Context: an optimization exercise on an open-source flow, tuned for small area and a short achievable clock period. The choices shown serve that exercise and are no tape-out recipe.
Function was checked by simulation only, so behaviour that the tests miss may differ from the original.
Power figures rest on the tool's default switching activity, not on a simulated workload.

## compute_in_memory
module compute_in_memory(clk, reset, ld_en, ld_weight, eff_tag, aff_tag, read_en, swap, fifo_empty, busy, req_deq, fired_tag, i_tag, i_out, state_out);
    input clk, reset, swap, fifo_empty, read_en, ld_en;
    input [3:0] fired_tag, i_tag, eff_tag, aff_tag;
    input [7:0] ld_weight;
    output req_deq, busy;
    output [1:0] state_out;
    output [16:0] i_out;
    localparam WAIT_TAG = 2'b00, FETCH_WEIGHT = 2'b01, COMPUTE_I_NEXT = 2'b11, SWAP = 2'b10;
    reg [1:0]  st;
    reg        acc_e;        
    reg        acc_o;        
    reg [15:0] sel_e;        
    reg [15:0] sel_o;        
    reg        busy_r, req_r;
    reg [15:0] rd_oh;        
    reg [16:0] i_out_reg;
    reg [16:0] i_next [0:15];
    reg [16:0] i      [0:15];
    reg [7:0]  w      [0:255];
    assign state_out = st;
    assign req_deq   = req_r;
    assign busy      = busy_r;
    assign i_out     = i_out_reg;
    wire go       = !reset && !ld_en;
    wire do_even  = go && (st == FETCH_WEIGHT);
    wire do_swap  = go && (st == SWAP);
    wire ld_tag   = go && !fifo_empty && (st == WAIT_TAG || st == COMPUTE_I_NEXT);
    reg [1:0] st_nx;
    always @(*) begin
        st_nx = st;
        if (reset)
            st_nx = WAIT_TAG;
        else if (!ld_en) begin
            case (st)
                WAIT_TAG:       st_nx = !fifo_empty ? FETCH_WEIGHT : (swap ? SWAP : WAIT_TAG);
                FETCH_WEIGHT:   st_nx = COMPUTE_I_NEXT;
                COMPUTE_I_NEXT: st_nx = !fifo_empty ? FETCH_WEIGHT : WAIT_TAG;
                SWAP:           st_nx = WAIT_TAG;
            endcase
        end
    end
    always @(posedge clk) begin
        st     <= st_nx;
        busy_r <= (st_nx != WAIT_TAG);
        req_r  <= (st_nx == FETCH_WEIGHT);
    end
    always @(posedge clk) begin
        acc_e  <= do_even;
        acc_o  <= !reset && acc_e;
    end
    integer t;
    always @(posedge clk) begin
  ...
Size: ~7900 cells after synthesis, about 110000 um2 of cells after synthesis.
==> module compute_in_memory, before the edit <==
module compute_in_memory(clk, reset, ld_en, ld_weight, eff_tag, aff_tag, read_en, swap, fifo_empty, busy, req_deq, fired_tag, i_tag, i_out, state_out);
    input clk, reset, swap, fifo_empty, read_en, ld_en;
    input [3:0] fired_tag, i_tag, eff_tag, aff_tag;
    input [7:0] ld_weight;
    output req_deq, busy;
    output [1:0] state_out;
    output [16:0] i_out;
    localparam WAIT_TAG = 2'b00, FETCH_WEIGHT = 2'b01, COMPUTE_I_NEXT = 2'b11, SWAP = 2'b10;
    reg [1:0]  st;
    reg        acc_e;        
    reg        acc_o;        
    reg [15:0] sel_e;        
    reg [15:0] sel_o;        
    reg        busy_r, req_r;
    reg [15:0] rd_oh;        
    reg [16:0] i_out_reg;
    reg [16:0] i_next [0:15];
    reg [16:0] i      [0:15];
    reg [7:0]  w      [0:255];
    assign state_out = st;
    assign req_deq   = req_r;
    assign busy      = busy_r;
    assign i_out     = i_out_reg;
    wire go       = !reset && !ld_en;
    wire do_even  = go && (st == FETCH_WEIGHT);
    wire do_swap  = go && (st == SWAP);
    wire ld_tag   = go && !fifo_empty && (st == WAIT_TAG || st == COMPUTE_I_NEXT);
    reg [1:0] st_nx;
    always @(*) begin
        st_nx = st;
        if (reset)
            st_nx = WAIT_TAG;
        else if (!ld_en) begin
            case (st)
                WAIT_TAG:       st_nx = !fifo_empty ? FETCH_WEIGHT : (swap ? SWAP : WAIT_TAG);
                FETCH_WEIGHT:   st_nx = COMPUTE_I_NEXT;
                COMPUTE_I_NEXT: st_nx = !fifo_empty ? FETCH_WEIGHT : WAIT_TAG;
                SWAP:           st_nx = WAIT_TAG;
            endcase
        end
    end
    always @(posedge clk) begin
        st     <= st_nx;
        busy_r <= (st_nx != WAIT_TAG);
        req_r  <= (st_nx == FETCH_WEIGHT);
    end
    always @(posedge clk) begin
        acc_e  <= do_even;
        acc_o  <= !reset && acc_e;
    end
    integer t;
    always @(posedge clk) begin
        if (ld_tag) begin
            for (t = 0; t < 16; t = t + 1)
                sel_e[t] <= (fired_tag == t);
        end else if (do_even)
            sel_e <= 16'd0;
        sel_o <= do_even ? sel_e : 16'd0;
    end
    reg [15:0] p_row, p_col;
    reg [7:0]  p_d;
    integer u;
    always @(posedge clk) begin
        for (u = 0; u < 16; u = u + 1) begin
            p_row[u] <= reset || (ld_en && (eff_tag == u));
            p_col[u] <= reset || (aff_tag == u);
        end
        p_d   <= ld_weight & {8{!reset}};
    end
    genvar r, c;
    generate
        for (r = 0; r < 16; r = r + 1) begin : wrow
            for (c = 0; c < 16; c = c + 1) begin : wcol
                always @(posedge clk)
                    if (p_row[r] && p_col[c]) w[16*r+c] <= p_d;
            end
        end
    endgenerate
    wire p_row_hit = |(sel_e & p_row);
    wire rot = acc_e || acc_o;      
    wire sw_nr    = do_swap && !rot;
    wire hold_nr  = !reset && !rot && !do_swap;
    wire ihold_nr = !reset && !(do_swap && !rot);
    generate
        for (c = 0; c < 8; c = c + 1) begin : col
            reg [7:0] rowv;
            reg [7:0] row_h;
            reg       sub_h;
            integer k;
            always @(*) begin
                rowv = 8'd0;
                for (k = 0; k < 16; k = k + 1)
                    rowv = rowv | (w[16*k+2*c] & {8{sel_e[k]}}) | (w[16*k+2*c+1] & {8{sel_o[k]}});
                if (p_row_hit && p_col[2*c])
                    rowv = p_d;
            end
            wire sa_nx = rot ? i_next[2*c+1][16] : i_next[2*c][16];
            always @(posedge clk) begin
                row_h <= rowv;
                sub_h <= sa_nx ^ rowv[7];
            end
            wire        take  = !reset && (acc_e || acc_o);
            wire [16:0] r1_ot = (reset || acc_e || acc_o) ? 17'd0 :
                                do_swap ? {i_next[2*c+1][16], 1'b0, i_next[2*c+1][15:1]} :
                                          i_next[2*c+1];
            wire [16:0] r1_d;
            just_add u_add (.a(i_next[2*c]), .b(row_h), .sub(sub_h), .take(take), .other(r1_ot), .d(r1_d));
            always @(posedge clk) begin
                i_next[2*c+1] <= r1_d;
                i_next[2*c]   <= ({17{take}} & i_next[2*c+1]) |
                                 ({17{sw_nr}} & {i_next[2*c][16], 1'b0, i_next[2*c][15:1]}) |
                                 ({17{hold_nr}} & i_next[2*c]);
                i[2*c]        <= ({17{sw_nr}} & i_next[2*c])   | ({17{ihold_nr}} & i[2*c]);
                i[2*c+1]      <= ({17{sw_nr}} & i_next[2*c+1]) | ({17{ihold_nr}} & i[2*c+1]);
            end
        end
    endgenerate
    reg [16:0] iv;
    integer q;
    always @(*) begin
        iv = 17'd0;
        for (q = 0; q < 16; q = q + 1)
            iv = iv | (i[q] & {17{rd_oh[q]}});
    end
    always @(posedge clk) begin
        if (reset) begin
            rd_oh     <= 16'd1;
            i_out_reg <= i[0];
        end else begin
            if (read_en)
                for (q = 0; q < 16; q = q + 1)
                    rd_oh[q] <= (i_tag == q);
            i_out_reg <= iv;
        end
    end
endmodule
Settings: LEC_CHECK=0, CAP_MARGIN=20, CORE_MARGIN=2, CORE_UTILIZATION=75, CTS_CLUSTER_DIAMETER=80, CTS_CLUSTER_SIZE=25, SETUP_SLACK_MARGIN=4.35, SLEW_MARGIN=20, TNS_END_PERCENT=100; clock period 7.0 ns.
run.sh (not shown) runs the stock make flow with config.mk's settings and CLKGATE_MAP_FILE= SYNTH_SCRIPT=/design/flow/synth_recipe.tcl, a recipe that flattens the netlist after the stock synthesis.
The first run produced a layout that fails on capacitance limit.
Edit:
--- a/flow/design.v
+++ b/flow/design.v
@@ -117,11 +117,13 @@
         sel_o <= do_even ? sel_e : 16'd0;
     end
+    reg        p_rst;
     reg [15:0] p_row, p_col;
     reg [7:0]  p_d;
     integer u;
     always @(posedge clk) begin
+        p_rst <= reset;
         for (u = 0; u < 16; u = u + 1) begin
-            p_row[u] <= reset || (ld_en && (eff_tag == u));
-            p_col[u] <= reset || (aff_tag == u);
+            p_row[u] <= !reset && ld_en && (eff_tag == u);
+            p_col[u] <= (aff_tag == u);
         end
         p_d   <= ld_weight & {8{!reset}};
@@ -131,6 +133,7 @@
         for (r = 0; r < 16; r = r + 1) begin : wrow
             for (c = 0; c < 16; c = c + 1) begin : wcol
+                wire we = p_rst || (p_row[r] && p_col[c]);
                 always @(posedge clk)
-                    if (p_row[r] && p_col[c]) w[16*r+c] <= p_d;
+                    if (we) w[16*r+c] <= p_d;
             end
         end
@@ -138,7 +141,4 @@
     wire p_row_hit = |(sel_e & p_row);
     wire rot = acc_e || acc_o;      
-    wire sw_nr    = do_swap && !rot;
-    wire hold_nr  = !reset && !rot && !do_swap;
-    wire ihold_nr = !reset && !(do_swap && !rot);
     generate
         for (c = 0; c < 8; c = c + 1) begin : col
@@ -167,9 +167,15 @@
             always @(posedge clk) begin
                 i_next[2*c+1] <= r1_d;
-                i_next[2*c]   <= ({17{take}} & i_next[2*c+1]) |
-                                 ({17{sw_nr}} & {i_next[2*c][16], 1'b0, i_next[2*c][15:1]}) |
-                                 ({17{hold_nr}} & i_next[2*c]);
-                i[2*c]        <= ({17{sw_nr}} & i_next[2*c])   | ({17{ihold_nr}} & i[2*c]);
-                i[2*c+1]      <= ({17{sw_nr}} & i_next[2*c+1]) | ({17{ihold_nr}} & i[2*c+1]);
+                if (reset) begin
+                    i_next[2*c]   <= 17'd0;
+                    i[2*c]        <= 17'd0;
+                    i[2*c+1]      <= 17'd0;
+                end else if (acc_e || acc_o) begin
+                    i_next[2*c]   <= i_next[2*c+1];
+                end else if (do_swap) begin
+                    i_next[2*c]   <= {i_next[2*c][16], 1'b0, i_next[2*c][15:1]};
+                    i[2*c]        <= i_next[2*c];
+                    i[2*c+1]      <= i_next[2*c+1];
+                end
             end
         end
The changed run produced a clean layout.
Via count increases by about 3.2%.
Critical path depth decreases by 2.
Hold slack gets better by 0.012 ns.
Non-clock buffer count increases by 22.
Clock-buffer cell count increases by 6.
Wire length increases by about 2%.
Combinational power increases by about 5%.
Maximum frequency increases by 6.0%.
Synthesized area increases by about 1.7%.
Final area increases by 2.0%.
First-iteration DRC count decreases by 1.6%.

-- separate check: timing with driven ports --
In the flow no input, the clock included, has a driving cell. The finished layouts below were timed again as built, in two steps.
Step 1 assumes that a clkbuf_16 drives the clock port and a buf_2 every other input.
Step 2 moves the port delays by t, midway between the first and last clock arrival at a register: inputs arrive t later, outputs are due t later. That takes back most of the time a late clock gives input paths.
a / b / c = ideal ports / drivers / drivers and shift; a / b = the first two.
run | t (ns) | slack for setup (ns) | worst setup path after step 2 | worst register clock-pin slew, ns
the first run | 0.888 | 4.100 / 4.100 / 3.505 | input to register | 0.10 / 0.10
the second run | 0.882 | 4.265 / 4.261 / 3.532 | input to register | 0.10 / 0.10
For the second run, which loses most, drivers alone change the setup slack by -0.004 ns; drivers and shift together by -0.733 ns.
